This design comes from an exercise in tuning for small area and a short achievable clock period on the open sky130 flow, not from production work.
At most, simulation tests tie the RTL to the original design; equivalence was not proved.
The RTL of run 1 was laid out without a check of its function.
Power and IR drop assume default switching activity.

**design/flow/flow/run.sh**
```bash
#!/bin/bash
# The standard layout, with the port buffers made of plain buffers (sky130
# buf_1, which the resizer may upsize) instead of the delay-cell buffers that
# buffer_ports picks by default.
set -euo pipefail
export BUFFER_PORTS_ARGS="-buffer_cell sky130_fd_sc_hd__buf_1"
bash standard.sh > standard.log 2>&1
```
**design/flow/standard.sh**
```bash
#!/bin/bash
# synth_recipe.tcl (not shown) runs the flow's synth.tcl, then flattens the netlist and writes it again
# the make line also repeats each setting of config.mk as NAME=value (left out here)
make -C /OpenROAD-flow-scripts/flow DESIGN_CONFIG=/design/flow/config.mk WORK_HOME=/design/flow/orfs CLKGATE_MAP_FILE= SYNTH_SCRIPT=/design/flow/synth_recipe.tcl "${@:-finish}"
```
**design/flow/config.mk**
```make
export PLATFORM = sky130hd
export DESIGN_NAME = alu16bit
export DESIGN_NICKNAME = alu16bit
export VERILOG_FILES = /design/flow/design.v
export SDC_FILE = /design/flow/constraint.sdc
export NUM_CORES = 4
export LEC_CHECK = 0
export ABC_AREA = 0
export CAP_MARGIN = 20
export CORE_MARGIN = 2
export CORE_UTILIZATION = 40
export GPL_TIMING_DRIVEN = 0
export SLEW_MARGIN = 20
export SYNTH_HIERARCHICAL = 1
```
**design/flow/constraint.sdc**
```tcl
create_clock -name core_clock -period 7.2 [get_ports {clk}]
set_input_delay 1.4400 -clock core_clock [delete_from_list [all_inputs] [get_ports {clk}]]
set_output_delay 1.4400 -clock core_clock [all_outputs]
set_load 0.01 [all_outputs]
```
**design/flow/design.v**
```verilog
module alu16bit (
  input clk,
  input reset,
  input [2:0] operation,
  input [15:0] operand_A,
  input [15:0] operand_B,
  output reg [31:0] result,
  output reg carry_flag,
  output reg zero_flag
);
  wire [15:0] a = operand_A;
  wire [15:0] b = operand_B;
  wire is_add = ~reset & (operation == 3'd0);
  wire is_sub = ~reset & (operation == 3'd1);
  wire is_mul = ~reset & (operation == 3'd2);
  wire [15:0] m = is_mul ? b : {15'd0, is_add | is_sub};
  reg [15:0] cv;
  always @(*) begin
    if (reset) cv = 16'd0;
    else
    case (operation)
      3'd0: cv = b;
      3'd1: cv = ~b;
      3'd3: cv = a & b;
      3'd4: cv = a | b;
      3'd5: cv = ~(a & b);
      3'd6: cv = ~(a | b);
      3'd7: cv = a ^ b;
      default: cv = 16'd0;
    endcase
  end
  wire cin = is_sub;
  wire [15:0] cvn;
  wire t00 = ~(is_sub | (~reset & (operation == 3'd5 || operation == 3'd6)));
  wire t01 = ~(is_add | (~reset & (operation == 3'd4 || operation == 3'd5 || operation == 3'd7)));
  wire t10 = ~(is_sub | (~reset & (operation == 3'd4 || operation == 3'd5 || operation == 3'd7)));
  wire t11 = ~(is_add | (~reset & (operation == 3'd3 || operation == 3'd4)));
  genvar cb;
  generate for (cb = 0; cb < 16; cb = cb + 1) begin : g_cv
    wire u0, u1;
    mux2i ucu0 (b[cb], t01, t00, u0);
    mux2i ucu1 (b[cb], t11, t10, u1);
    mux2i ucv (a[cb], u1, u0, cvn[cb]);
  end endgenerate
  wire is_sub_n = ~is_sub;
  wire [15:0] an = ~a;
  wire [15:0] mn = ~m;
  wire p1;
  nor2 up1 (an[0], mn[0], p1);
  wire p2;
  nor2 up2 (an[1], mn[0], p2);
  wire p3;
  nor2 up3 (an[2], mn[0], p3);
  wire p4;
  nor2 up4 (an[3], mn[0], p4);
  wire p5;
  nor2 up5 (an[4], mn[0], p5);
  wire p6;
  nor2 up6 (an[5], mn[0], p6);
  wire p7;
  nor2 up7 (an[6], mn[0], p7);
  wire p8;
  nor2 up8 (an[7], mn[0], p8);
  wire p9;
  nor2 up9 (an[8], mn[0], p9);
  wire p10;
  nor2 up10 (an[9], mn[0], p10);
  wire p11;
  nor2 up11 (an[10], mn[0], p11);
  wire p12;
  nor2 up12 (an[11], mn[0], p12);
  wire p13;
  nor2 up13 (an[12], mn[0], p13);
  wire p14;
  nor2 up14 (an[13], mn[0], p14);
  wire p15;
  nor2 up15 (an[14], mn[0], p15);
  wire p16;
  nor2 up16 (an[15], mn[0], p16);
  wire p17;
  o21ai up17 (an[0], mn[1], cvn[1], p17);
  wire p18;
  o21ai up18 (an[1], mn[1], cvn[2], p18);
  wire p19;
  o21ai up19 (an[2], mn[1], cvn[3], p19);
  wire p20;
  o21ai up20 (an[3], mn[1], cvn[4], p20);
  wire p21;
  o21ai up21 (an[4], mn[1], cvn[5], p21);
  wire p22;
  o21ai up22 (an[5], mn[1], cvn[6], p22);
  wire p23;
  o21ai up23 (an[6], mn[1], cvn[7], p23);
  wire p24;
  o21ai up24 (an[7], mn[1], cvn[8], p24);
  wire p25;
  o21ai up25 (an[8], mn[1], cvn[9], p25);
  wire p26;
  o21ai up26 (an[9], mn[1], cvn[10], p26);
  wire p27;
  o21ai up27 (an[10], mn[1], cvn[11], p27);
  wire p28;
  o21ai up28 (an[11], mn[1], cvn[12], p28);
  wire p29;
  o21ai up29 (an[12], mn[1], cvn[13], p29);
  wire p30;
  o21ai up30 (an[13], mn[1], cvn[14], p30);
  wire p31;
  o21ai up31 (an[14], mn[1], cvn[15], p31);
  wire p32;
  nor2 up32 (an[15], mn[1], p32);
  wire p33;
  nor2 up33 (an[0], mn[2], p33);
  wire p34;
  nor2 up34 (an[1], mn[2], p34);
  wire p35;
  nor2 up35 (an[2], mn[2], p35);
  wire p36;
  nor2 up36 (an[3], mn[2], p36);
  wire p37;
  nor2 up37 (an[4], mn[2], p37);
  wire p38;
  nor2 up38 (an[5], mn[2], p38);
  wire p39;
  nor2 up39 (an[6], mn[2], p39);
  wire p40;
  nor2 up40 (an[7], mn[2], p40);
  wire p41;
  nor2 up41 (an[8], mn[2], p41);
  wire p42;
  nor2 up42 (an[9], mn[2], p42);
  wire p43;
  nor2 up43 (an[10], mn[2], p43);
  wire p44;
  nor2 up44 (an[11], mn[2], p44);
  wire p45;
  nor2 up45 (an[12], mn[2], p45);
  wire p46;
  nor2 up46 (an[13], mn[2], p46);
  wire p47;
  nor2 up47 (an[14], mn[2], p47);
  wire p48;
  nor2 up48 (an[15], mn[2], p48);
  wire p49;
  nor2 up49 (an[0], mn[3], p49);
  wire p50;
  nor2 up50 (an[1], mn[3], p50);
  wire p51;
  nor2 up51 (an[2], mn[3], p51);
  wire p52;
  nor2 up52 (an[3], mn[3], p52);
  wire p53;
  nor2 up53 (an[4], mn[3], p53);
  wire p54;
  nor2 up54 (an[5], mn[3], p54);
  wire p55;
  nor2 up55 (an[6], mn[3], p55);
  wire p56;
  nor2 up56 (an[7], mn[3], p56);
  wire p57;
  nor2 up57 (an[8], mn[3], p57);
  wire p58;
  nor2 up58 (an[9], mn[3], p58);
  wire p59;
  nor2 up59 (an[10], mn[3], p59);
  wire p60;
  nor2 up60 (an[11], mn[3], p60);
  wire p61;
  nor2 up61 (an[12], mn[3], p61);
  wire p62;
  nor2 up62 (an[13], mn[3], p62);
  wire p63;
  nor2 up63 (an[14], mn[3], p63);
  wire p64;
  nor2 up64 (an[15], mn[3], p64);
  wire p65;
  nor2 up65 (an[0], mn[4], p65);
  wire p66;
  nor2 up66 (an[1], mn[4], p66);
  wire p67;
  nor2 up67 (an[2], mn[4], p67);
  wire p68;
  nor2 up68 (an[3], mn[4], p68);
  wire p69;
  nor2 up69 (an[4], mn[4], p69);
  wire p70;
  nor2 up70 (an[5], mn[4], p70);
  wire p71;
  nor2 up71 (an[6], mn[4], p71);
  wire p72;
  nor2 up72 (an[7], mn[4], p72);
  wire p73;
  nor2 up73 (an[8], mn[4], p73);
  wire p74;
  nor2 up74 (an[9], mn[4], p74);
  wire p75;
  nor2 up75 (an[10], mn[4], p75);
  wire p76;
  nor2 up76 (an[11], mn[4], p76);
  wire p77;
  nor2 up77 (an[12], mn[4], p77);
  wire p78;
  nor2 up78 (an[13], mn[4], p78);
  wire p79;
  nor2 up79 (an[14], mn[4], p79);
  wire p80;
  nor2 up80 (an[15], mn[4], p80);
  wire p81;
  nor2 up81 (an[0], mn[5], p81);
  wire p82;
  nor2 up82 (an[1], mn[5], p82);
  wire p83;
  nor2 up83 (an[2], mn[5], p83);
  wire p84;
  nor2 up84 (an[3], mn[5], p84);
  wire p85;
  nor2 up85 (an[4], mn[5], p85);
  wire p86;
  nor2 up86 (an[5], mn[5], p86);
  wire p87;
  nor2 up87 (an[6], mn[5], p87);
  wire p88;
  nor2 up88 (an[7], mn[5], p88);
  wire p89;
  nor2 up89 (an[8], mn[5], p89);
  wire p90;
  nor2 up90 (an[9], mn[5], p90);
  wire p91;
  nor2 up91 (an[10], mn[5], p91);
  wire p92;
  nor2 up92 (an[11], mn[5], p92);
  wire p93;
  nor2 up93 (an[12], mn[5], p93);
  wire p94;
  nor2 up94 (an[13], mn[5], p94);
  wire p95;
  nor2 up95 (an[14], mn[5], p95);
  wire p96;
  nor2 up96 (an[15], mn[5], p96);
  wire p97;
  nor2 up97 (an[0], mn[6], p97);
  wire p98;
  nor2 up98 (an[1], mn[6], p98);
  wire p99;
  nor2 up99 (an[2], mn[6], p99);
  wire p100;
  nor2 up100 (an[3], mn[6], p100);
  wire p101;
  nor2 up101 (an[4], mn[6], p101);
  wire p102;
  nor2 up102 (an[5], mn[6], p102);
  wire p103;
  nor2 up103 (an[6], mn[6], p103);
  wire p104;
  nor2 up104 (an[7], mn[6], p104);
  wire p105;
  nor2 up105 (an[8], mn[6], p105);
  wire p106;
  nor2 up106 (an[9], mn[6], p106);
  wire p107;
  nor2 up107 (an[10], mn[6], p107);
  wire p108;
  nor2 up108 (an[11], mn[6], p108);
  wire p109;
  nor2 up109 (an[12], mn[6], p109);
  wire p110;
  nor2 up110 (an[13], mn[6], p110);
  wire p111;
  nor2 up111 (an[14], mn[6], p111);
  wire p112;
  nor2 up112 (an[15], mn[6], p112);
  wire p113;
  nor2 up113 (an[0], mn[7], p113);
  wire p114;
  nor2 up114 (an[1], mn[7], p114);
  wire p115;
  nor2 up115 (an[2], mn[7], p115);
  wire p116;
  nor2 up116 (an[3], mn[7], p116);
  wire p117;
  nor2 up117 (an[4], mn[7], p117);
  wire p118;
  nor2 up118 (an[5], mn[7], p118);
  wire p119;
  nor2 up119 (an[6], mn[7], p119);
  wire p120;
  nor2 up120 (an[7], mn[7], p120);
  wire p121;
  nor2 up121 (an[8], mn[7], p121);
  wire p122;
  nor2 up122 (an[9], mn[7], p122);
  wire p123;
  nor2 up123 (an[10], mn[7], p123);
  wire p124;
  nor2 up124 (an[11], mn[7], p124);
  wire p125;
  nor2 up125 (an[12], mn[7], p125);
  wire p126;
  nor2 up126 (an[13], mn[7], p126);
  wire p127;
  nor2 up127 (an[14], mn[7], p127);
  wire p128;
  nor2 up128 (an[15], mn[7], p128);
  wire p129;
  nor2 up129 (an[0], mn[8], p129);
  wire p130;
  nor2 up130 (an[1], mn[8], p130);
  wire p131;
  nor2 up131 (an[2], mn[8], p131);
  wire p132;
  nor2 up132 (an[3], mn[8], p132);
  wire p133;
  nor2 up133 (an[4], mn[8], p133);
  wire p134;
  nor2 up134 (an[5], mn[8], p134);
  wire p135;
  nor2 up135 (an[6], mn[8], p135);
  wire p136;
  nor2 up136 (an[7], mn[8], p136);
  wire p137;
  nor2 up137 (an[8], mn[8], p137);
  wire p138;
  nor2 up138 (an[9], mn[8], p138);
  wire p139;
  nor2 up139 (an[10], mn[8], p139);
  wire p140;
  nor2 up140 (an[11], mn[8], p140);
  wire p141;
  nor2 up141 (an[12], mn[8], p141);
  wire p142;
  nor2 up142 (an[13], mn[8], p142);
  wire p143;
  nor2 up143 (an[14], mn[8], p143);
  wire p144;
  nor2 up144 (an[15], mn[8], p144);
  wire p145;
  nor2 up145 (an[0], mn[9], p145);
  wire p146;
  nor2 up146 (an[1], mn[9], p146);
  wire p147;
  nor2 up147 (an[2], mn[9], p147);
  wire p148;
  nor2 up148 (an[3], mn[9], p148);
  wire p149;
  nor2 up149 (an[4], mn[9], p149);
  wire p150;
  nor2 up150 (an[5], mn[9], p150);
  wire p151;
  nor2 up151 (an[6], mn[9], p151);
  wire p152;
  nor2 up152 (an[7], mn[9], p152);
  wire p153;
  nor2 up153 (an[8], mn[9], p153);
  wire p154;
  nor2 up154 (an[9], mn[9], p154);
  wire p155;
  nor2 up155 (an[10], mn[9], p155);
  wire p156;
  nor2 up156 (an[11], mn[9], p156);
  wire p157;
  nor2 up157 (an[12], mn[9], p157);
  wire p158;
  nor2 up158 (an[13], mn[9], p158);
  wire p159;
  nor2 up159 (an[14], mn[9], p159);
  wire p160;
  nor2 up160 (an[15], mn[9], p160);
  wire p161;
  nor2 up161 (an[0], mn[10], p161);
  wire p162;
  nor2 up162 (an[1], mn[10], p162);
  wire p163;
  nor2 up163 (an[2], mn[10], p163);
  wire p164;
  nor2 up164 (an[3], mn[10], p164);
  wire p165;
  nor2 up165 (an[4], mn[10], p165);
  wire p166;
  nor2 up166 (an[5], mn[10], p166);
  wire p167;
  nor2 up167 (an[6], mn[10], p167);
  wire p168;
  nor2 up168 (an[7], mn[10], p168);
  wire p169;
  nor2 up169 (an[8], mn[10], p169);
  wire p170;
  nor2 up170 (an[9], mn[10], p170);
  wire p171;
  nor2 up171 (an[10], mn[10], p171);
  wire p172;
  nor2 up172 (an[11], mn[10], p172);
  wire p173;
  nor2 up173 (an[12], mn[10], p173);
  wire p174;
  nor2 up174 (an[13], mn[10], p174);
  wire p175;
  nor2 up175 (an[14], mn[10], p175);
  wire p176;
  nor2 up176 (an[15], mn[10], p176);
  wire p177;
  nor2 up177 (an[0], mn[11], p177);
  wire p178;
  nor2 up178 (an[1], mn[11], p178);
  wire p179;
  nor2 up179 (an[2], mn[11], p179);
  wire p180;
  nor2 up180 (an[3], mn[11], p180);
  wire p181;
  nor2 up181 (an[4], mn[11], p181);
  wire p182;
  nor2 up182 (an[5], mn[11], p182);
  wire p183;
  nor2 up183 (an[6], mn[11], p183);
  wire p184;
  nor2 up184 (an[7], mn[11], p184);
  wire p185;
  nor2 up185 (an[8], mn[11], p185);
  wire p186;
  nor2 up186 (an[9], mn[11], p186);
  wire p187;
  nor2 up187 (an[10], mn[11], p187);
  wire p188;
  nor2 up188 (an[11], mn[11], p188);
  wire p189;
  nor2 up189 (an[12], mn[11], p189);
  wire p190;
  nor2 up190 (an[13], mn[11], p190);
  wire p191;
  nor2 up191 (an[14], mn[11], p191);
  wire p192;
  nor2 up192 (an[15], mn[11], p192);
  wire p193;
  nor2 up193 (an[0], mn[12], p193);
  wire p194;
  nor2 up194 (an[1], mn[12], p194);
  wire p195;
  nor2 up195 (an[2], mn[12], p195);
  wire p196;
  nor2 up196 (an[3], mn[12], p196);
  wire p197;
  nor2 up197 (an[4], mn[12], p197);
  wire p198;
  nor2 up198 (an[5], mn[12], p198);
  wire p199;
  nor2 up199 (an[6], mn[12], p199);
  wire p200;
  nor2 up200 (an[7], mn[12], p200);
  wire p201;
  nor2 up201 (an[8], mn[12], p201);
  wire p202;
  nor2 up202 (an[9], mn[12], p202);
  wire p203;
  nor2 up203 (an[10], mn[12], p203);
  wire p204;
  nor2 up204 (an[11], mn[12], p204);
  wire p205;
  nor2 up205 (an[12], mn[12], p205);
  wire p206;
  nor2 up206 (an[13], mn[12], p206);
  wire p207;
  nor2 up207 (an[14], mn[12], p207);
  wire p208;
  nor2 up208 (an[15], mn[12], p208);
  wire p209;
  nor2 up209 (an[0], mn[13], p209);
  wire p210;
  nor2 up210 (an[1], mn[13], p210);
  wire p211;
  nor2 up211 (an[2], mn[13], p211);
  wire p212;
  nor2 up212 (an[3], mn[13], p212);
  wire p213;
  nor2 up213 (an[4], mn[13], p213);
  wire p214;
  nor2 up214 (an[5], mn[13], p214);
  wire p215;
  nor2 up215 (an[6], mn[13], p215);
  wire p216;
  nor2 up216 (an[7], mn[13], p216);
  wire p217;
  nor2 up217 (an[8], mn[13], p217);
  wire p218;
  nor2 up218 (an[9], mn[13], p218);
  wire p219;
  nor2 up219 (an[10], mn[13], p219);
  wire p220;
  nor2 up220 (an[11], mn[13], p220);
  wire p221;
  nor2 up221 (an[12], mn[13], p221);
  wire p222;
  nor2 up222 (an[13], mn[13], p222);
  wire p223;
  nor2 up223 (an[14], mn[13], p223);
  wire p224;
  nor2 up224 (an[15], mn[13], p224);
  wire p225;
  nor2 up225 (an[0], mn[14], p225);
  wire p226;
  nor2 up226 (an[1], mn[14], p226);
  wire p227;
  nor2 up227 (an[2], mn[14], p227);
  wire p228;
  nor2 up228 (an[3], mn[14], p228);
  wire p229;
  nor2 up229 (an[4], mn[14], p229);
  wire p230;
  nor2 up230 (an[5], mn[14], p230);
  wire p231;
  nor2 up231 (an[6], mn[14], p231);
  wire p232;
  nor2 up232 (an[7], mn[14], p232);
  wire p233;
  nor2 up233 (an[8], mn[14], p233);
  wire p234;
  nor2 up234 (an[9], mn[14], p234);
  wire p235;
  nor2 up235 (an[10], mn[14], p235);
  wire p236;
  nor2 up236 (an[11], mn[14], p236);
  wire p237;
  nor2 up237 (an[12], mn[14], p237);
  wire p238;
  nor2 up238 (an[13], mn[14], p238);
  wire p239;
  nor2 up239 (an[14], mn[14], p239);
  wire p240;
  nor2 up240 (an[15], mn[14], p240);
  wire p241;
  nor2 up241 (an[0], mn[15], p241);
  wire p242;
  o21ai up242 (an[1], mn[15], is_sub_n, p242);
  wire p243;
  o21ai up243 (an[2], mn[15], is_sub_n, p243);
  wire p244;
  o21ai up244 (an[3], mn[15], is_sub_n, p244);
  wire p245;
  o21ai up245 (an[4], mn[15], is_sub_n, p245);
  wire p246;
  o21ai up246 (an[5], mn[15], is_sub_n, p246);
  wire p247;
  o21ai up247 (an[6], mn[15], is_sub_n, p247);
  wire p248;
  o21ai up248 (an[7], mn[15], is_sub_n, p248);
  wire p249;
  o21ai up249 (an[8], mn[15], is_sub_n, p249);
  wire p250;
  o21ai up250 (an[9], mn[15], is_sub_n, p250);
  wire p251;
  o21ai up251 (an[10], mn[15], is_sub_n, p251);
  wire p252;
  o21ai up252 (an[11], mn[15], is_sub_n, p252);
  wire p253;
  o21ai up253 (an[12], mn[15], is_sub_n, p253);
  wire p254;
  o21ai up254 (an[13], mn[15], is_sub_n, p254);
  wire p255;
  o21ai up255 (an[14], mn[15], is_sub_n, p255);
  wire p256;
  o21ai up256 (an[15], mn[15], is_sub_n, p256);
  wire n257, n258;
  ha un257 (p14, p44, n257, n258);
  wire n259, n260;
  fa un259 (p15, p45, p60, n259, n260);
  wire n261, n262;
  ha un261 (p75, p90, n261, n262);
  wire n263, n264;
  fa un263 (p16, p46, p61, n263, n264);
  wire n265, n266;
  fa un265 (p76, p91, p106, n265, n266);
  wire n267, n268;
  ha un267 (p121, p136, n267, n268);
  wire n269, n270;
  fa un269 (p32, p47, p62, n269, n270);
  wire n271, n272;
  fa un271 (p77, p92, p107, n271, n272);
  wire n273, n274;
  ha un273 (p122, p137, n273, n274);
  wire n275, n276;
  fa un275 (p48, p63, p78, n275, n276);
  wire n277, n278;
  fa un277 (p93, p108, p123, n277, n278);
  wire n279, n280;
  fa un279 (p64, p79, p94, n279, n280);
  wire n281, n282;
  ha un281 (p10, p40, n281, n282);
  wire n283, n284;
  fa un283 (p11, p41, p56, n283, n284);
  wire n285, n286;
  ha un285 (p71, p86, n285, n286);
  wire n287, n288;
  fa un287 (p12, p42, p57, n287, n288);
  wire n289, n290;
  fa un289 (p72, p87, p102, n289, n290);
  wire n291, n292;
  ha un291 (p117, p132, n291, n292);
  wire n293, n294;
  fa un293 (p13, p43, p58, n293, n294);
  wire n295, n296;
  fa un295 (p73, p88, p103, n295, n296);
  wire n297, n298;
  fa un297 (p118, p133, p148, n297, n298);
  wire n299, n300;
  ha un299 (p163, p178, n299, n300);
  wire n301, n302;
  fa un301 (p59, p74, p89, n301, n302);
  wire n303, n304;
  fa un303 (p104, p119, p134, n303, n304);
  wire n305, n306;
  fa un305 (p149, p164, p179, n305, n306);
  wire n307, n308;
  fa un307 (p194, p209, p29, n307, n308);
  wire n309, n310;
  fa un309 (p105, p120, p135, n309, n310);
  wire n311, n312;
  fa un311 (p150, p165, p180, n311, n312);
  wire n313, n314;
  fa un313 (p195, p210, p225, n313, n314);
  wire n315, n316;
  fa un315 (p30, n258, n261, n315, n316);
  wire n317, n318;
  fa un317 (p151, p166, p181, n317, n318);
  wire n319, n320;
  fa un319 (p196, p211, p226, n319, n320);
  wire n321, n322;
  fa un321 (p241, p31, n262, n321, n322);
  wire n323, n324;
  fa un323 (n267, n260, n263, n323, n324);
  wire n325, n326;
  fa un325 (p152, p167, p182, n325, n326);
  wire n327, n328;
  fa un327 (p197, p212, p227, n327, n328);
  wire n329, n330;
  fa un329 (p242, n268, n273, n329, n330);
  wire n331, n332;
  fa un331 (n264, n266, n269, n331, n332);
  wire n333, n334;
  fa un333 (p138, p153, p168, n333, n334);
  wire n335, n336;
  fa un335 (p183, p198, p213, n335, n336);
  wire n337, n338;
  fa un337 (p228, p243, n274, n337, n338);
  wire n339, n340;
  fa un339 (n270, n272, n275, n339, n340);
  wire n341, n342;
  fa un341 (p109, p124, p139, n341, n342);
  wire n343, n344;
  fa un343 (p154, p169, p184, n343, n344);
  wire n345, n346;
  fa un345 (p199, p214, p229, n345, n346);
  wire n347, n348;
  fa un347 (p244, n276, n278, n347, n348);
  wire n349, n350;
  fa un349 (p80, p95, p110, n349, n350);
  wire n351, n352;
  fa un351 (p125, p140, p155, n351, n352);
  wire n353, n354;
  fa un353 (p170, p185, p200, n353, n354);
  wire n355, n356;
  fa un355 (p215, p230, p245, n355, n356);
  wire n357, n358;
  fa un357 (p96, p111, p126, n357, n358);
  wire n359, n360;
  fa un359 (p141, p156, p171, n359, n360);
  wire n361, n362;
  fa un361 (p186, p201, p216, n361, n362);
  wire n363, n364;
  fa un363 (p112, p127, p142, n363, n364);
  wire n365, n366;
  fa un365 (p157, p172, p187, n365, n366);
  wire n367, n368;
  fa un367 (p128, p143, p158, n367, n368);
  wire n369, n370;
  ha un369 (p7, p37, n369, n370);
  wire n371, n372;
  fa un371 (p8, p38, p53, n371, n372);
  wire n373, n374;
  ha un373 (p68, p83, n373, n374);
  wire n375, n376;
  fa un375 (p9, p39, p54, n375, n376);
  wire n377, n378;
  fa un377 (p69, p84, p99, n377, n378);
  wire n379, n380;
  ha un379 (p114, p129, n379, n380);
  wire n381, n382;
  fa un381 (p55, p70, p85, n381, n382);
  wire n383, n384;
  fa un383 (p100, p115, p130, n383, n384);
  wire n385, n386;
  fa un385 (p145, p25, n281, n385, n386);
  wire n387, n388;
  fa un387 (p101, p116, p131, n387, n388);
  wire n389, n390;
  fa un389 (p146, p161, p26, n389, n390);
  wire n391, n392;
  fa un391 (n282, n285, n283, n391, n392);
  wire n393, n394;
  fa un393 (p147, p162, p177, n393, n394);
  wire n395, n396;
  fa un395 (p27, n286, n291, n395, n396);
  wire n397, n398;
  fa un397 (n284, n287, n289, n397, n398);
  wire n399, n400;
  fa un399 (p193, p28, n292, n399, n400);
  wire n401, n402;
  fa un401 (n299, n288, n290, n401, n402);
  wire n403, n404;
  fa un403 (n293, n295, n297, n403, n404);
  wire n405, n406;
  fa un405 (n300, n257, n294, n405, n406);
  wire n407, n408;
  fa un407 (n296, n298, n301, n407, n408);
  wire n409, n410;
  fa un409 (n303, n305, n307, n409, n410);
  wire n411, n412;
  fa un411 (n302, n304, n306, n411, n412);
  wire n413, n414;
  fa un413 (n308, n259, n309, n413, n414);
  wire n415, n416;
  fa un415 (n311, n313, n315, n415, n416);
  wire n417, n418;
  fa un417 (n310, n312, n314, n417, n418);
  wire n419, n420;
  fa un419 (n265, n317, n319, n419, n420);
  wire n421, n422;
  fa un421 (n316, n321, n323, n421, n422);
  wire n423, n424;
  fa un423 (n318, n320, n271, n423, n424);
  wire n425, n426;
  fa un425 (n325, n327, n322, n425, n426);
  wire n427, n428;
  fa un427 (n329, n324, n331, n427, n428);
  wire n429, n430;
  fa un429 (n326, n328, n277, n429, n430);
  wire n431, n432;
  fa un431 (n333, n335, n330, n431, n432);
  wire n433, n434;
  fa un433 (n337, n332, n339, n433, n434);
  wire n435, n436;
  fa un435 (n334, n336, n279, n435, n436);
  wire n437, n438;
  fa un437 (n341, n343, n345, n437, n438);
  wire n439, n440;
  fa un439 (n338, n340, n347, n439, n440);
  wire n441, n442;
  fa un441 (n342, n344, n346, n441, n442);
  wire n443, n444;
  fa un443 (n280, n349, n351, n443, n444);
  wire n445, n446;
  fa un445 (n353, n355, n348, n445, n446);
  wire n447, n448;
  fa un447 (p231, p246, n350, n447, n448);
  wire n449, n450;
  fa un449 (n352, n354, n356, n449, n450);
  wire n451, n452;
  fa un451 (n357, n359, n361, n451, n452);
  wire n453, n454;
  fa un453 (p202, p217, p232, n453, n454);
  wire n455, n456;
  fa un455 (p247, n358, n360, n455, n456);
  wire n457, n458;
  fa un457 (n362, n363, n365, n457, n458);
  wire n459, n460;
  fa un459 (p173, p188, p203, n459, n460);
  wire n461, n462;
  fa un461 (p218, p233, p248, n461, n462);
  wire n463, n464;
  fa un463 (n364, n366, n367, n463, n464);
  wire n465, n466;
  fa un465 (p144, p159, p174, n465, n466);
  wire n467, n468;
  fa un467 (p189, p204, p219, n467, n468);
  wire n469, n470;
  fa un469 (p234, p249, n368, n469, n470);
  wire n471, n472;
  fa un471 (p160, p175, p190, n471, n472);
  wire n473, n474;
  fa un473 (p205, p220, p235, n473, n474);
  wire n475, n476;
  fa un475 (p176, p191, p206, n475, n476);
  wire n477, n478;
  ha un477 (p5, p35, n477, n478);
  wire n479, n480;
  fa un479 (p6, p36, p51, n479, n480);
  wire n481, n482;
  ha un481 (p66, p81, n481, n482);
  wire n483, n484;
  fa un483 (p52, p67, p82, n483, n484);
  wire n485, n486;
  fa un485 (p97, p22, n369, n485, n486);
  wire n487, n488;
  fa un487 (p98, p113, p23, n487, n488);
  wire n489, n490;
  fa un489 (n370, n373, n371, n489, n490);
  wire n491, n492;
  fa un491 (p24, n374, n379, n491, n492);
  wire n493, n494;
  fa un493 (n372, n375, n377, n493, n494);
  wire n495, n496;
  fa un495 (n380, n376, n378, n495, n496);
  wire n497, n498;
  fa un497 (n381, n383, n385, n497, n498);
  wire n499, n500;
  fa un499 (n382, n384, n387, n499, n500);
  wire n501, n502;
  fa un501 (n389, n386, n391, n501, n502);
  wire n503, n504;
  fa un503 (n388, n390, n393, n503, n504);
  wire n505, n506;
  fa un505 (n395, n392, n397, n505, n506);
  wire n507, n508;
  fa un507 (n394, n396, n399, n507, n508);
  wire n509, n510;
  fa un509 (n398, n401, n403, n509, n510);
  wire n511, n512;
  fa un511 (n400, n402, n404, n511, n512);
  wire n513, n514;
  fa un513 (n405, n407, n409, n513, n514);
  wire n515, n516;
  fa un515 (n406, n408, n411, n515, n516);
  wire n517, n518;
  fa un517 (n410, n413, n415, n517, n518);
  wire n519, n520;
  fa un519 (n412, n414, n417, n519, n520);
  wire n521, n522;
  fa un521 (n419, n416, n421, n521, n522);
  wire n523, n524;
  fa un523 (n418, n420, n423, n523, n524);
  wire n525, n526;
  fa un525 (n425, n422, n427, n525, n526);
  wire n527, n528;
  fa un527 (n424, n429, n426, n527, n528);
  wire n529, n530;
  fa un529 (n431, n428, n433, n529, n530);
  wire n531, n532;
  fa un531 (n430, n435, n437, n531, n532);
  wire n533, n534;
  fa un533 (n432, n434, n439, n533, n534);
  wire n535, n536;
  fa un535 (n436, n438, n441, n535, n536);
  wire n537, n538;
  fa un537 (n443, n445, n440, n537, n538);
  wire n539, n540;
  fa un539 (n442, n444, n447, n539, n540);
  wire n541, n542;
  fa un541 (n449, n451, n446, n541, n542);
  wire n543, n544;
  fa un543 (n453, n448, n450, n543, n544);
  wire n545, n546;
  fa un545 (n452, n455, n457, n545, n546);
  wire n547, n548;
  fa un547 (n454, n459, n461, n547, n548);
  wire n549, n550;
  fa un549 (n456, n458, n463, n549, n550);
  wire n551, n552;
  fa un551 (n460, n462, n465, n551, n552);
  wire n553, n554;
  fa un553 (n467, n464, n469, n553, n554);
  wire n555, n556;
  fa un555 (p250, n466, n468, n555, n556);
  wire n557, n558;
  fa un557 (n471, n473, n470, n557, n558);
  wire n559, n560;
  fa un559 (p221, p236, p251, n559, n560);
  wire n561, n562;
  fa un561 (n472, n474, n475, n561, n562);
  wire n563, n564;
  fa un563 (p192, p207, p222, n563, n564);
  wire n565, n566;
  fa un565 (p237, p252, n476, n565, n566);
  wire n567, n568;
  fa un567 (p208, p223, p238, n567, n568);
  wire n569, n570;
  ha un569 (p4, p34, n569, n570);
  wire n571, n572;
  fa un571 (p50, p65, p20, n571, n572);
  wire n573, n574;
  fa un573 (p21, n478, n481, n573, n574);
  wire n575, n576;
  fa un575 (n482, n480, n483, n575, n576);
  wire n577, n578;
  fa un577 (n484, n487, n486, n577, n578);
  wire n579, n580;
  fa un579 (n488, n491, n490, n579, n580);
  wire n581, n582;
  fa un581 (n492, n494, n495, n581, n582);
  wire n583, n584;
  fa un583 (n496, n499, n498, n583, n584);
  wire n585, n586;
  fa un585 (n500, n503, n502, n585, n586);
  wire n587, n588;
  fa un587 (n504, n507, n506, n587, n588);
  wire n589, n590;
  fa un589 (n508, n510, n511, n589, n590);
  wire n591, n592;
  fa un591 (n512, n515, n514, n591, n592);
  wire n593, n594;
  fa un593 (n516, n519, n518, n593, n594);
  wire n595, n596;
  fa un595 (n520, n523, n522, n595, n596);
  wire n597, n598;
  fa un597 (n524, n527, n526, n597, n598);
  wire n599, n600;
  fa un599 (n528, n531, n533, n599, n600);
  wire n601, n602;
  fa un601 (n532, n535, n534, n601, n602);
  wire n603, n604;
  fa un603 (n536, n539, n538, n603, n604);
  wire n605, n606;
  fa un605 (n540, n543, n545, n605, n606);
  wire n607, n608;
  fa un607 (n547, n544, n546, n607, n608);
  wire n609, n610;
  fa un609 (n548, n551, n550, n609, n610);
  wire n611, n612;
  fa un611 (n552, n555, n557, n611, n612);
  wire n613, n614;
  fa un613 (n559, n556, n561, n613, n614);
  wire n615, n616;
  fa un615 (n560, n563, n562, n615, n616);
  wire n617, n618;
  fa un617 (p253, n564, n567, n617, n618);
  wire n619, n620;
  fa un619 (p224, p239, p254, n619, n620);
  wire n621, n622;
  ha un621 (p3, p33, n621, n622);
  wire n623, n624;
  fa un623 (p49, p19, n569, n623, n624);
  wire n625, n626;
  fa un625 (n570, n477, n571, n625, n626);
  wire n627, n628;
  fa un627 (n572, n479, n573, n627, n628);
  wire n629, n630;
  fa un629 (n574, n485, n575, n629, n630);
  wire n631, n632;
  fa un631 (n576, n489, n577, n631, n632);
  wire n633, n634;
  fa un633 (n493, n578, n579, n633, n634);
  wire n635, n636;
  fa un635 (n497, n580, n581, n635, n636);
  wire n637, n638;
  fa un637 (n582, n501, n583, n637, n638);
  wire n639, n640;
  fa un639 (n505, n584, n585, n639, n640);
  wire n641, n642;
  fa un641 (n509, n586, n587, n641, n642);
  wire n643, n644;
  fa un643 (n513, n588, n589, n643, n644);
  wire n645, n646;
  fa un645 (n517, n590, n591, n645, n646);
  wire n647, n648;
  fa un647 (n592, n521, n593, n647, n648);
  wire n649, n650;
  fa un649 (n525, n594, n595, n649, n650);
  wire n651, n652;
  fa un651 (n529, n596, n597, n651, n652);
  wire n653, n654;
  fa un653 (n530, n598, n599, n653, n654);
  wire n655, n656;
  fa un655 (n537, n600, n601, n655, n656);
  wire n657, n658;
  fa un657 (n541, n602, n603, n657, n658);
  wire n659, n660;
  fa un659 (n542, n605, n604, n659, n660);
  wire n661, n662;
  fa un661 (n549, n607, n606, n661, n662);
  wire n663, n664;
  fa un663 (n553, n608, n609, n663, n664);
  wire n665, n666;
  fa un665 (n554, n610, n611, n665, n666);
  wire n667, n668;
  fa un667 (n558, n613, n612, n667, n668);
  wire n669, n670;
  fa un669 (n565, n614, n615, n669, n670);
  wire n671, n672;
  fa un671 (n566, n617, n616, n671, n672);
  wire n673, n674;
  fa un673 (n568, n619, n618, n673, n674);
  wire n675, n676;
  fa un675 (p240, p255, n620, n675, n676);
  wire n677, n678;
  fa un677 (cin, p1, cv[0], n677, n678);
  wire n679, n680;
  fa un679 (p2, p17, n678, n679, n680);
  wire n681, n682;
  fa un681 (p18, n621, n680, n681, n682);
  wire n683, n684;
  fa un683 (n622, n623, n682, n683, n684);
  wire n685, n686;
  fa un685 (n624, n625, n684, n685, n686);
  wire n687, n688;
  fa un687 (n626, n627, n686, n687, n688);
  wire n689, n690;
  ha un689 (n628, n629, n689, n690);
  wire n691, n692;
  ha un691 (n630, n631, n691, n692);
  wire n693, n694;
  ha un693 (n632, n633, n693, n694);
  wire n695, n696;
  ha un695 (n634, n635, n695, n696);
  wire n697, n698;
  ha un697 (n636, n637, n697, n698);
  wire n699, n700;
  ha un699 (n638, n639, n699, n700);
  wire n701, n702;
  ha un701 (n640, n641, n701, n702);
  wire n703, n704;
  ha un703 (n642, n643, n703, n704);
  wire n705, n706;
  ha un705 (n644, n645, n705, n706);
  wire n707, n708;
  ha un707 (n646, n647, n707, n708);
  wire n709, n710;
  ha un709 (n648, n649, n709, n710);
  wire n711, n712;
  ha un711 (n650, n651, n711, n712);
  wire n713, n714;
  ha un713 (n652, n653, n713, n714);
  wire n715, n716;
  ha un715 (n654, n655, n715, n716);
  wire n717, n718;
  ha un717 (n656, n657, n717, n718);
  wire n719, n720;
  ha un719 (n658, n659, n719, n720);
  wire n721, n722;
  ha un721 (n660, n661, n721, n722);
  wire n723, n724;
  ha un723 (n662, n663, n723, n724);
  wire n725, n726;
  ha un725 (n664, n665, n725, n726);
  wire n727, n728;
  ha un727 (n666, n667, n727, n728);
  wire n729, n730;
  ha un729 (n668, n669, n729, n730);
  wire n731, n732;
  ha un731 (n670, n671, n731, n732);
  wire n733, n734;
  ha un733 (n672, n673, n733, n734);
  wire n735, n736;
  ha un735 (n674, n675, n735, n736);
  wire n737, n738;
  ha un737 (n676, p256, n737, n738);
  wire n739;
  aoi21 un739 (n689, n688, n690, n739);
  wire n740;
  aoi21 un740 (n693, n692, n694, n740);
  wire n741;
  nand2 un741 (n693, n691, n741);
  wire n742;
  aoi21 un742 (n697, n696, n698, n742);
  wire n743;
  nand2 un743 (n697, n695, n743);
  wire n744;
  aoi21 un744 (n701, n700, n702, n744);
  wire n745;
  nand2 un745 (n701, n699, n745);
  wire n746;
  aoi21 un746 (n705, n704, n706, n746);
  wire n747;
  nand2 un747 (n705, n703, n747);
  wire n748;
  aoi21 un748 (n709, n708, n710, n748);
  wire n749;
  nand2 un749 (n709, n707, n749);
  wire n750;
  aoi21 un750 (n713, n712, n714, n750);
  wire n751;
  nand2 un751 (n713, n711, n751);
  wire n752;
  aoi21 un752 (n717, n716, n718, n752);
  wire n753;
  nand2 un753 (n717, n715, n753);
  wire n754;
  aoi21 un754 (n721, n720, n722, n754);
  wire n755;
  nand2 un755 (n721, n719, n755);
  wire n756;
  aoi21 un756 (n725, n724, n726, n756);
  wire n757;
  nand2 un757 (n725, n723, n757);
  wire n758;
  aoi21 un758 (n729, n728, n730, n758);
  wire n759;
  nand2 un759 (n729, n727, n759);
  wire n760;
  aoi21 un760 (n733, n732, n734, n760);
  wire n761;
  nand2 un761 (n733, n731, n761);
  wire n762;
  aoi21 un762 (n737, n736, n738, n762);
  wire n763;
  nand2 un763 (n737, n735, n763);
  wire n764;
  oai21 un764 (n741, n739, n740, n764);
  wire n765;
  oai21 un765 (n745, n742, n744, n765);
  wire n766;
  nor2 un766 (n745, n743, n766);
  wire n767;
  oai21 un767 (n749, n746, n748, n767);
  wire n768;
  nor2 un768 (n749, n747, n768);
  wire n769;
  oai21 un769 (n753, n750, n752, n769);
  wire n770;
  nor2 un770 (n753, n751, n770);
  wire n771;
  oai21 un771 (n757, n754, n756, n771);
  wire n772;
  nor2 un772 (n757, n755, n772);
  wire n773;
  oai21 un773 (n761, n758, n760, n773);
  wire n774;
  nor2 un774 (n761, n759, n774);
  wire n775;
  aoi21 un775 (n766, n764, n765, n775);
  wire n776;
  aoi21 un776 (n770, n767, n769, n776);
  wire n777;
  nand2 un777 (n770, n768, n777);
  wire n778;
  aoi21 un778 (n774, n771, n773, n778);
  wire n779;
  nand2 un779 (n774, n772, n779);
  wire n780;
  oai21 un780 (n777, n775, n776, n780);
  wire n781;
  inv1 un781 (n780, n781);
  wire n782;
  oai21 un782 (n779, n781, n778, n782);
  wire n783;
  inv1 un783 (n775, n783);
  wire n784;
  aoi21 un784 (n768, n783, n767, n784);
  wire n785;
  aoi21 un785 (n772, n780, n771, n785);
  wire n786;
  inv1 un786 (n764, n786);
  wire n787;
  oai21 un787 (n743, n786, n742, n787);
  wire n788;
  oai21 un788 (n747, n775, n746, n788);
  wire n789;
  oai21 un789 (n751, n784, n750, n789);
  wire n790;
  inv1 un790 (n780, n790);
  wire n791;
  oai21 un791 (n755, n790, n754, n791);
  wire n792;
  oai21 un792 (n759, n785, n758, n792);
  wire n793;
  inv1 un793 (n782, n793);
  wire n794;
  oai21 un794 (n763, n793, n762, n794);
  wire n795;
  inv1 un795 (n739, n795);
  wire n796;
  aoi21 un796 (n691, n795, n692, n796);
  wire n797;
  aoi21 un797 (n695, n764, n696, n797);
  wire n798;
  aoi21 un798 (n699, n787, n700, n798);
  wire n799;
  inv1 un799 (n775, n799);
  wire n800;
  aoi21 un800 (n703, n799, n704, n800);
  wire n801;
  aoi21 un801 (n707, n788, n708, n801);
  wire n802;
  inv1 un802 (n784, n802);
  wire n803;
  aoi21 un803 (n711, n802, n712, n803);
  wire n804;
  aoi21 un804 (n715, n789, n716, n804);
  wire n805;
  aoi21 un805 (n719, n780, n720, n805);
  wire n806;
  aoi21 un806 (n723, n791, n724, n806);
  wire n807;
  inv1 un807 (n785, n807);
  wire n808;
  aoi21 un808 (n727, n807, n728, n808);
  wire n809;
  aoi21 un809 (n731, n792, n732, n809);
  wire n810;
  aoi21 un810 (n735, n782, n736, n810);
  wire n811;
  aoi21 un811 (is_sub, n794, 1'b0, n811);
  wire n812, n813;
  ha un812 (n689, n688, n812, n813);
  wire n814, n815;
  ha un814 (n691, n739, n814, n815);
  wire n816;
  inv1 un816 (n814, n816);
  wire n817, n818;
  ha un817 (n693, n796, n817, n818);
  wire n819;
  inv1 un819 (n817, n819);
  wire n820, n821;
  ha un820 (n695, n764, n820, n821);
  wire n822, n823;
  ha un822 (n697, n797, n822, n823);
  wire n824;
  inv1 un824 (n822, n824);
  wire n825, n826;
  ha un825 (n699, n787, n825, n826);
  wire n827, n828;
  ha un827 (n701, n798, n827, n828);
  wire n829;
  inv1 un829 (n827, n829);
  wire n830, n831;
  ha un830 (n703, n775, n830, n831);
  wire n832;
  inv1 un832 (n830, n832);
  wire n833, n834;
  ha un833 (n705, n800, n833, n834);
  wire n835;
  inv1 un835 (n833, n835);
  wire n836, n837;
  ha un836 (n707, n788, n836, n837);
  wire n838, n839;
  ha un838 (n709, n801, n838, n839);
  wire n840;
  inv1 un840 (n838, n840);
  wire n841, n842;
  ha un841 (n711, n784, n841, n842);
  wire n843;
  inv1 un843 (n841, n843);
  wire n844, n845;
  ha un844 (n713, n803, n844, n845);
  wire n846;
  inv1 un846 (n844, n846);
  wire n847, n848;
  ha un847 (n715, n789, n847, n848);
  wire n849, n850;
  ha un849 (n717, n804, n849, n850);
  wire n851;
  inv1 un851 (n849, n851);
  wire n852, n853;
  ha un852 (n719, n780, n852, n853);
  wire n854, n855;
  ha un854 (n721, n805, n854, n855);
  wire n856;
  inv1 un856 (n854, n856);
  wire n857, n858;
  ha un857 (n723, n791, n857, n858);
  wire n859, n860;
  ha un859 (n725, n806, n859, n860);
  wire n861;
  inv1 un861 (n859, n861);
  wire n862, n863;
  ha un862 (n727, n785, n862, n863);
  wire n864;
  inv1 un864 (n862, n864);
  wire n865, n866;
  ha un865 (n729, n808, n865, n866);
  wire n867;
  inv1 un867 (n865, n867);
  wire n868, n869;
  ha un868 (n731, n792, n868, n869);
  wire n870, n871;
  ha un870 (n733, n809, n870, n871);
  wire n872;
  inv1 un872 (n870, n872);
  wire n873, n874;
  ha un873 (n735, n782, n873, n874);
  wire n875, n876;
  ha un875 (n737, n810, n875, n876);
  wire n877;
  inv1 un877 (n875, n877);
  wire n878, n879;
  ha un878 (is_sub, n794, n878, n879);
  wire [31:0] s = {n878, n877, n873, n872, n868, n867, n864, n861, n857, n856, n852, n851, n847, n846, n843, n840, n836, n835, n832, n829, n825, n824, n820, n819, n816, n812, n687, n685, n683, n681, n679, n677};
  wire borrow = is_sub & s[16];
  wire zero_lo = (s[15:0] == 16'd0);
  wire zero_mul = (a == 16'd0) | (b == 16'd0);
  wire [31:0] r = s;
  wire z = ~reset & (is_mul ? zero_mul : zero_lo);
  always @(posedge clk) begin
    result     <= r;
    carry_flag <= borrow;
    zero_flag  <= z;
  end
endmodule
module fa (input a, input b, input c, output s, output co);
  assign s = a ^ b ^ c;
  assign co = (a & b) | (a & c) | (b & c);
endmodule
module ha (input a, input b, output s, output co);
  assign s = a ^ b;
  assign co = a & b;
endmodule
module nand2 (input a, input b, output y);
  assign y = ~(a & b);
endmodule
module nor2 (input a, input b, output y);
  assign y = ~(a | b);
endmodule
module inv1 (input a, output y);
  assign y = ~a;
endmodule
module mux2i (input s, input d1, input d0, output y);
  assign y = ~(s ? d1 : d0);
endmodule
module aoi21 (input a, input b, input c, output y);
  assign y = ~((a & b) | c);
endmodule
module o21ai (input a, input b, input c, output y);
  assign y = ~((a | b) & c);
endmodule
module oai21 (input a, input b, input c, output y);
  assign y = ~((a | b) & c);
endmodule
```
==> flow_summary_export.csv, run 1 <==
group,metric,value,unit
clock_tree,numClockSinks,34,
synth,synth_seq_cells,34,
power_and_ir_drop,vdd.ir_drop.worst,70.4,uV
routing,wl_per_cell,19.9,microns
die,design.die.area,21100,sq um
setup_path,crit_chain,"clkbuf_2 > nand2b_4 > nor3_4 > buf_4 > buf_6 > nand2_4 > nor2_1 > ha_1 > fa_1 > fa_1 > fa_1 > fa_1 > fa_1 > ha_1 > nand2_1 > nor2_2 > nand2_1 > o21ai_4 > buf_4 > inv_1 > o21ai_1 > a21oi_2 > ha_1 > inv_1",
clock_tree,htreeDepth,2,
clock_tree,cts_tree,"done",
sta,post-route-period-util,95.4,%
setup_path,critPathLaunchType,"input pin",
power_and_ir_drop,netSwitchingFraction,38.3,%
power_and_ir_drop,internal_power,574,uW
setup_path,end_kind,"register",
power_and_ir_drop,p_leak,0.00471,uW
min_path,min-delay-start,"reset",
sta,setup_viol,0,
die,core,19500,sq um
grt,grt_max_degree,18,
placement,hpwl,16600,microns
setup_path,cp_slowest_cell,"fa_1",
clock_tree,clkSlewWorstSetupHoldPaths,0.06,ns
setup_path,crit_family,"adder cells",
sta,worst_slew_pin_slew,0.774,ns
sta,fmax,146,MHz
final_layout,instances_no_fill,1119,
final_layout,num_antenna_cells,0,
setup_path,crit_type,"input pin to register",
power_and_ir_drop,power_switching,356,uW
die,row_count,51,
final_layout,n_fill_cell,1861,
synth,ys_types,30,
synth,syn_nets,1078,
power_and_ir_drop,clkPwrFrac,32.6,%
sta,hold_viol,0,
grt,grt_pass1_vias,6759,
synth,yosys_warnings,7,
die,die_w,145,microns
clock_tree,clock_path_buffers,2,
synth,syn_inst,772,
routing,drc,0,
final_layout,nets,1159,
power_and_ir_drop,p_comb_share,42.2,%
routing,drt-initial-drc-count,340,
sta,maxSlewViolCount,0,
routing,postRouteAntennaNets,0,
routing,routed_wl,22300,microns
synth,syn_area_per_cell,10.3,sq um
outcome,outcome,"timing/DRC/antenna clean",
min_path,whs_endpoint,"carry_flag",
die,die_y,145,microns
synth,ys_seq_area_share,8.54,%
grt,antenna_found_initial,0,
placement,dp.cells,1104,
setup_path,cp.required,7.40,ns
setup_path,cpPeakStageDelay,0.57,ns
sta,period_minus_slack,6.87,ns
clock_tree,numCtsBuffers,5,
routing,vias_per_cell,5.45,
setup_path,critPathBufInv,6,
grt,grt_overflow,0,
final_layout,layout-drive-gt1-share,9.84,%
power_and_ir_drop,p_seq_share,25.3,%
job,max-cap-violations,0,
die,io_pins,71,
power_and_ir_drop,finalPower,930,uW
grt,grt_usage,22.4,%
sta,slew_headroom,48.3,%
setup_path,crit_path_frequent_cell,"fa_1",
sta,rsz0062_at_grt,"no",
placement,port_buffers,67,
clock_tree,cts_hold_buf,0,
clock_tree,root_buffer,"clkbuf_16",
grt,grt_pass1_wl,36600,microns
routing,dr_total_vias,6095,
routing,first_pass_iters,5,
setup_path,worst_ep_arrival_time,7.06,ns
setup_path,cp_max_fo,16,
power_and_ir_drop,p_per_area,104,nW/um^2
placement,gp_congestion,0.872,
min_path,hold_class,"input pin to register",
synth,synth_area,7970,sq um
min_path,min_path_cells,3,
die,initial_core_util,40.8,%
final_layout,areaGrowthSynthToFinish,12.4,%
[state kept, by name, summed over array words and instances (netlist names)]
name and count:
zero_flag 1, carry_flag 1, result 32
[synthesized netlist by cell type]
library cell  count  area (sq um)
o21ai_1          44           220
nand2b_1          3          18.8
buf_6             3          33.8
o22ai_1           1          6.26
o21ai_0           1          5.00
a211o_1           1          8.76
nor3_4            1          16.3
ha_1             68           851
mux2i_1          46           460
buf_2             1          5.00
a21oi_1           2          10.0
inv_1            44           165
or2_2             1          6.26
fa_1            201          4020
a21oi_2          30           263
nand2b_4          2          27.5
o21bai_1          1          7.51
nor3_1            1          5.00
nor4_2            2          25.0
nor2_1          235           882
dfxtp_1          34           681
nand2_1          31           116
and2_1            1          6.26
a2111oi_2         1          15.0
nor4_1           10          62.6
nand4_1           3          18.8
a21o_1            1          7.51
o21a_1            1          7.51
nand3_1           1          5.00
a311oi_1          1          8.76
[per-module statistics from Yosys, one instance, submodules excluded, a selection]
| module | cells inside | copies in the design |
|---|---|---|
| o21ai | 1 | 30 |
| mux2i | 1 | 45 |
| fa | 1 | 201 |
| nand2 | 1 | 14 |
| aoi21 | 1 | 30 |
| nor2 | 1 | 231 |
| inv1 | 1 | 25 |
| alu16bit | 116 | 1 |
| oai21 | 1 | 14 |
[cell usage in the layout, fill, tap and decap left out, types with 2 or more instances in the layout]
cell / count
nor2_1: 230
clkbuf_16: 5
nand2_1: 16
buf_4: 7
nor4_2: 2
bufinv_16: 2
fa_1: 201
ha_1: 68
a21oi_2: 29
nand2_4: 9
buf_6: 3
nand2_2: 5
nand2b_4: 2
o21ai_2: 2
nand2b_1: 3
buf_1: 66
nor2_2: 4
nor4_1: 10
inv_1: 43
dfxtp_1: 34
nand4_1: 3
o21ai_1: 41
mux2i_1: 46
a21oi_1: 2
[worst min-delay path: stages]
cell	delay, ns
buf_6	0.12
nor3_2	0.11
and2_1	0.17
[metrics by stage]
step	TNS, ns	hold WS, ns	area (sq um)	utilization [%]	setup slack [ns]
finish	0	1.59	8960	45.9	0.335
detailed placement	-8.90	1.83	8560	43.8	-0.999
global placement	-8.29	1.83	8550	43.8	-0.947
global route	0	1.59	8960	45.9	0.000524
floorplan	0	1.72	7970	-	0.327
CTS	0	1.57	8840	45.3	0.0164
[cells by family after synthesis]
kind of cell | after synthesis | share of synthesized area [%]
compound gates | 84 | 7.02
simple gates | 291 | 14.9
buf+inv | 48 | 2.56
mux | 46 | 5.78
flops | 34 | 8.54
fa+ha+maj | 269 | 61.2
[how the worst max path moves through the flow]
stage                      end  cells past startpoint    startpoint
floorplan           result[31]                     21  operation[0]
global placement    result[31]                     21  operation[1]
detailed placement  result[31]                     21  operation[1]
CTS                 result[31]                     22  operation[1]
global route        result[31]                     22  operation[1]
finish              result[24]                     24  operation[1]
[power by group through the flow]
stage | registers, uW | logic [uW] | clock network, uW
global route | 239 | 437 | 316
global placement | 240 | 379 | 0
finish | 235 | 392 | 303
CTS | 236 | 389 | 309
floorplan | 262 | 231 | 0
detailed placement | 240 | 383 | 0
[layer usage]
layer	global-route usage, %	wire (microns)	vias to the layer above
met5	0	0	-
met1	29.5	9280	3126
met3	4.06	1520	49
met2	37.2	10800	261
li1	-	-	2659
met4	8.09	725	0
[layout make-up]
class | instances | area (sq um) | share of cell area (%)
multi-input combinational | 690 | 7230 | 80.8
inverter | 44 | 169 | 1.89
tap | 265 | 332 | 3.70
clock inverter | 2 | 60.1 | 0.670
clock buffer | 6 | 139 | 1.55
sequential | 34 | 681 | 7.60
buffer | 4 | 38.8 | 0.433
timing repair buffer | 74 | 305 | 3.41
[timing repair]
item,in CTS,in global routing
pin swaps,1,1
buffers inserted,4,3
gates resized for setup,18,23
endpoints found under the setup margin,12,10
==> run 2: changes to the inputs <==
--- a/design/flow/design.v
+++ b/design/flow/design.v
@@ -1185,91 +1185,59 @@
   aoi21 un810 (n735, n782, n736, n810);
   wire n811;
   aoi21 un811 (is_sub, n794, 1'b0, n811);
-  wire n812, n813;
-  ha un812 (n689, n688, n812, n813);
-  wire n814, n815;
-  ha un814 (n691, n739, n814, n815);
+  wire n812;
+  xor2 un812 (n689, n688, n812);
+  wire n813;
+  xnor2 un813 (n691, n739, n813);
+  wire n814;
+  xnor2 un814 (n693, n796, n814);
+  wire n815;
+  xor2 un815 (n695, n764, n815);
   wire n816;
-  inv1 un816 (n814, n816);
-  wire n817, n818;
-  ha un817 (n693, n796, n817, n818);
+  xnor2 un816 (n697, n797, n816);
+  wire n817;
+  xor2 un817 (n699, n787, n817);
+  wire n818;
+  xnor2 un818 (n701, n798, n818);
   wire n819;
-  inv1 un819 (n817, n819);
-  wire n820, n821;
-  ha un820 (n695, n764, n820, n821);
-  wire n822, n823;
-  ha un822 (n697, n797, n822, n823);
+  xnor2 un819 (n703, n775, n819);
+  wire n820;
+  xnor2 un820 (n705, n800, n820);
+  wire n821;
+  xor2 un821 (n707, n788, n821);
+  wire n822;
+  xnor2 un822 (n709, n801, n822);
+  wire n823;
+  xnor2 un823 (n711, n784, n823);
   wire n824;
-  inv1 un824 (n822, n824);
-  wire n825, n826;
-  ha un825 (n699, n787, n825, n826);
-  wire n827, n828;
-  ha un827 (n701, n798, n827, n828);
+  xnor2 un824 (n713, n803, n824);
+  wire n825;
+  xor2 un825 (n715, n789, n825);
+  wire n826;
+  xnor2 un826 (n717, n804, n826);
+  wire n827;
+  xor2 un827 (n719, n780, n827);
+  wire n828;
+  xnor2 un828 (n721, n805, n828);
   wire n829;
-  inv1 un829 (n827, n829);
-  wire n830, n831;
-  ha un830 (n703, n775, n830, n831);
+  xor2 un829 (n723, n791, n829);
+  wire n830;
+  xnor2 un830 (n725, n806, n830);
+  wire n831;
+  xnor2 un831 (n727, n785, n831);
   wire n832;
-  inv1 un832 (n830, n832);
-  wire n833, n834;
-  ha un833 (n705, n800, n833, n834);
+  xnor2 un832 (n729, n808, n832);
+  wire n833;
+  xor2 un833 (n731, n792, n833);
+  wire n834;
+  xnor2 un834 (n733, n809, n834);
   wire n835;
-  inv1 un835 (n833, n835);
-  wire n836, n837;
-  ha un836 (n707, n788, n836, n837);
-  wire n838, n839;
-  ha un838 (n709, n801, n838, n839);
-  wire n840;
-  inv1 un840 (n838, n840);
-  wire n841, n842;
-  ha un841 (n711, n784, n841, n842);
-  wire n843;
-  inv1 un843 (n841, n843);
-  wire n844, n845;
-  ha un844 (n713, n803, n844, n845);
-  wire n846;
-  inv1 un846 (n844, n846);
-  wire n847, n848;
-  ha un847 (n715, n789, n847, n848);
-  wire n849, n850;
-  ha un849 (n717, n804, n849, n850);
-  wire n851;
-  inv1 un851 (n849, n851);
-  wire n852, n853;
-  ha un852 (n719, n780, n852, n853);
-  wire n854, n855;
-  ha un854 (n721, n805, n854, n855);
-  wire n856;
-  inv1 un856 (n854, n856);
-  wire n857, n858;
-  ha un857 (n723, n791, n857, n858);
-  wire n859, n860;
-  ha un859 (n725, n806, n859, n860);
-  wire n861;
-  inv1 un861 (n859, n861);
-  wire n862, n863;
-  ha un862 (n727, n785, n862, n863);
-  wire n864;
-  inv1 un864 (n862, n864);
-  wire n865, n866;
-  ha un865 (n729, n808, n865, n866);
-  wire n867;
-  inv1 un867 (n865, n867);
-  wire n868, n869;
-  ha un868 (n731, n792, n868, n869);
-  wire n870, n871;
-  ha un870 (n733, n809, n870, n871);
-  wire n872;
-  inv1 un872 (n870, n872);
-  wire n873, n874;
-  ha un873 (n735, n782, n873, n874);
-  wire n875, n876;
-  ha un875 (n737, n810, n875, n876);
-  wire n877;
-  inv1 un877 (n875, n877);
-  wire n878, n879;
-  ha un878 (is_sub, n794, n878, n879);
-  wire [31:0] s = {n878, n877, n873, n872, n868, n867, n864, n861, n857, n856, n852, n851, n847, n846, n843, n840, n836, n835, n832, n829, n825, n824, n820, n819, n816, n812, n687, n685, n683, n681, n679, n677};
+  xor2 un835 (n735, n782, n835);
+  wire n836;
+  xnor2 un836 (n737, n810, n836);
+  wire n837;
+  xor2 un837 (is_sub, n794, n837);
+  wire [31:0] s = {n837, n836, n835, n834, n833, n832, n831, n830, n829, n828, n827, n826, n825, n824, n823, n822, n821, n820, n819, n818, n817, n816, n815, n814, n813, n812, n687, n685, n683, n681, n679, n677};
   wire borrow = is_sub & s[16];
   wire zero_lo = (s[15:0] == 16'd0);
   wire zero_mul = (a == 16'd0) | (b == 16'd0);
@@ -1289,6 +1257,12 @@
   assign s = a ^ b;
   assign co = a & b;
 endmodule
+module xor2 (input a, input b, output y);
+  assign y = a ^ b;
+endmodule
+module xnor2 (input a, input b, output y);
+  assign y = ~(a ^ b);
+endmodule
 module nand2 (input a, input b, output y);
   assign y = ~(a & b);
 endmodule
==> flow_summary_export.csv, run 2 <==
group,metric,value,unit
synth,syn_inst,756,
grt,grt_max_degree,18,
final_layout,largest_register,"result",
sta,slew_headroom,47.6,%
final_layout,num_antenna_cells,0,
synth,yosys_warnings,7,
synth,yosys.area.top_type_share,51.5,%
sta,tns,0,ns
routing,postRouteAntennaNets,0,
power_and_ir_drop,vdd.ir_drop.worst,78.5,uV
synth,yosysTopAreaCell,"fa_1",
power_and_ir_drop,p_leak,0.00446,uW
synth,synth_seq_cells,34,
synth,synth_area,7810,sq um
final_layout,regArea,681,sq um
placement,port_buffers,67,
clock_tree,root_buffer,"clkbuf_16",
final_layout,layout-drive-gt1-share,9.32,%
routing,vias_per_cell,5.54,
final_layout,largest_reg_flops,32,
min_path,min_path_cells,3,
setup_path,critPathLaunchType,"input pin",
synth,synthArstFlopShare,0,%
die,die_w,144,microns
die,row_count,51,
clock_tree,htreeDepth,2,
grt,grt_pass1_vias,6634,
grt,grt_overflow,0,
setup_path,crit_type,"input pin to register",
placement,hpwl,16500,microns
synth,syn_area_per_cell,10.3,sq um
final_layout,nets,1116,
min_path,min-delay-start,"reset",
sta,maxSlewViolCount,0,
sta,rsz0062_at_grt,"no",
clock_tree,clock_path_buffers,2,
clock_tree,cts_hold_buf,0,
setup_path,cp_slowest_cell,"fa_1",
die,design.die.area,20700,sq um
min_path,hold_class,"input pin to register",
setup_path,end_kind,"register",
clock_tree,clkSlewWorstSetupHoldPaths,0.06,ns
setup_path,crit_family,"adder cells",
setup_path,cp.required,7.35,ns
clock_tree,numCtsBuffers,5,
placement,dp.cells,1088,
grt,grt_usage,23.4,%
synth,synth_area_leaders,"fa_1, nor2_1, dfxtp_1, ha_1, mux2i_1",
outcome,outcome,"timing/DRC/antenna clean",
routing,first_pass_iters,5,
sta,period_minus_slack,6.92,ns
synth,synth_edf_count,0,
setup_path,cp_max_fo,16,
final_layout,layout_commonest_cell,"nor2_1",
routing,wl_per_cell,20.5,microns
routing,dr_total_vias,6108,
sta,fmax,144,MHz
synth,synth.most_common_cell,"nor2_1",
sta,holdWs,1.57,ns
routing,drt-initial-drc-count,501,
die,initial_core_util,40.4,%
grt,antenna_found_initial,0,
setup_path,cpPeakStageDelay,0.56,ns
synth,synth_common_cells,"nor2_1, fa_1, mux2i_1, o21ai_1, ha_1",
sta,hold_viol,0,
setup_path,critPathBufInv,5,
min_path,whs_endpoint,"result[31]",
synth,synth_ff_type,"dfxtp_1",
sta,post-route-period-util,96.2,%
setup_path,worst_ep_arrival_time,7.07,ns
sta,setup_viol,0,
final_layout,multi_input_area,7100,sq um
synth,ys_seq_area_share,8.71,%
final_layout,instances_no_fill,1102,
setup_path,crit_path_frequent_cell,"fa_1",
synth,syn_nets,1036,
clock_tree,numClockSinks,34,
final_layout,areaGrowthSynthToFinish,12.1,%
clock_tree,cts_tree,"done",
routing,routed_wl,22600,microns
die,core,19300,sq um
final_layout,top_regs,"result (32), carry_flag (1), zero_flag (1)",
die,io_pins,71,
final_layout,n_fill_cell,1906,
final_layout,final_cell_mix,"nor2_1, fa_1, buf_1",
job,max-cap-violations,0,
power_and_ir_drop,p_per_area,106,nW/um^2
routing,drc,0,
synth,ys_types,32,
sta,worst_slew_pin_slew,0.785,ns
die,die_y,144,microns
power_and_ir_drop,finalPower,928,uW
placement,gp_congestion,0.857,
grt,grt_pass1_wl,36300,microns
setup_path,crit_chain,"clkbuf_2 > nand2b_4 > nor3_4 > buf_4 > buf_6 > nand2_2 > nor2_1 > fa_1 > fa_1 > fa_1 > fa_1 > fa_1 > ha_1 > nand2_1 > nor2_1 > nand2_1 > o21ai_4 > inv_1 > o21ai_2 > inv_1 > o21ai_1 > xor2_1",
==> run 2: cell types whose count changed in the layout (fill, tap and decap cells not counted), sizes merged, moves of 10 or more <==
cell   delta
ha       -26
inv      -17
xnor2    +16
xor2     +10
==> run 2: kinds of logic after synthesis <==
logic type,after synthesis,synth area share (%)
XOR/XNOR,26,2.92
flip-flops,34,8.71
adder cells (fa/ha/maj),243,58.2
multiplexers,46,5.89
buffers and inverters,32,1.84
AND/OR/NAND/NOR,291,15.2
AO/OA/AOI/OAI,84,7.16
==> run 2: worst max path at each step <==
| stage | from | end | slack, ns | cells after the start |
|---|---|---|---|---|
| final | operation[1] | result[31] | 0.28 | 22 |
| after global placement | operation[1] | result[31] | -0.93 | 21 |
| after floorplan | operation[0] | result[31] | 0.37 | 21 |
| after CTS | operation[1] | result[31] | 0.01 | 23 |
| after global routing | operation[1] | result[31] | 0.004 | 23 |
| after detailed placement | operation[1] | result[31] | -1.03 | 21 |
==> run 2: stage by stage <==
stage	util (%)	setup WS, ns	cell area, sq um
floorplan	-	0.369	7810
global placement	43.4	-0.928	8390
detailed placement	43.4	-1.03	8400
CTS	44.8	0.00957	8660
global route	45.3	0.00443	8750
finish	45.3	0.275	8750
==> run 2: area by class of cell <==
| cell class | instances | area share (%) |
|---|---|---|
| inverter | 28 | 1.29 |
| multi-input combinational | 690 | 81.1 |
| clock inverter | 3 | 0.786 |
| clock buffer | 5 | 1.43 |
| buffer | 4 | 0.443 |
| timing repair buffer | 73 | 3.40 |
| sequential | 34 | 7.78 |
| tap | 265 | 3.79 |
==> run 2: per-module statistics from Yosys, one instance, submodules excluded, excerpt <==
module	area (sq um)	times used	cells inside	flip-flops and latches
alu16bit	1170	1	116	34
fa	20.0	201	1	0
ha	12.5	40	1	0
mux2i	10.0	45	1	0
xor2	8.76	10	1	0
xnor2	8.76	16	1	0
oai21	5.00	14	1	0
o21ai	5.00	30	1	0
nor2	3.75	231	1	0
nand2	3.75	14	1	0
inv1	3.75	9	1	0
==> run 2: timing repair <==
item,CTS,global route
gates resized for setup,18,14
buffers inserted,2,4
setup endpoints to repair,12,7
endpoints found under the hold margin,0,0
pin swaps,1,0
==> run 2: metal layers <==
layer | global-route usage, % | part of all wire [%] | vias up
li1 | - | - | 2620
met1 | 31.3 | 41 | 3187
met2 | 39.6 | 50 | 271
met3 | 3.60 | 7.0 | 30
met4 | 6.86 | 1.9 | 0
met5 | 0 | 0 | -
==> run 2: power by group <==
part / total (uW) / internal (uW) / switching [uW]
sequential: 236 / 227 / 8.66
clock: 299 / 199 / 99.6
combinational: 394 / 143 / 251
total: 928 / 569 / 359

==> static timing again, ports no longer ideal <==
The flow's constraints put no driver on any port. The routed layouts listed below were extracted and timed again, unchanged, in two steps.
Step 1 (the two cells are an assumption about what drives the block):
set clk [get_ports {clk}]
set_driving_cell -lib_cell sky130_fd_sc_hd__clkbuf_16 $clk
set_driving_cell -lib_cell sky130_fd_sc_hd__buf_2 [delete_from_list [all_inputs] $clk]
Step 2 times the ports against the registers' clock, not the clock port: input delays grow and output delays shrink by t, the midpoint of the rising clock arrivals with the driver on.
a / b / c = ideal ports / drivers / drivers and shift; a / b = the first two.
| run | shift t [ns] | setup WS [ns] | worst setup path after step 2 | cell pins on the clock port's net |
|---|---|---|---|---|
| run 1 | 0.340 | 0.335 / 0.350 / 0.010 | input to register | 1 |
| run 2 | 0.342 | 0.275 / 0.294 / -0.048 | input to register | 1 |
With both steps, setup timing fails in run 2, where it was met with ideal ports. The setup slack of run 1, which loses most, moves by +0.015 ns with the drivers and by -0.325 ns with both steps.
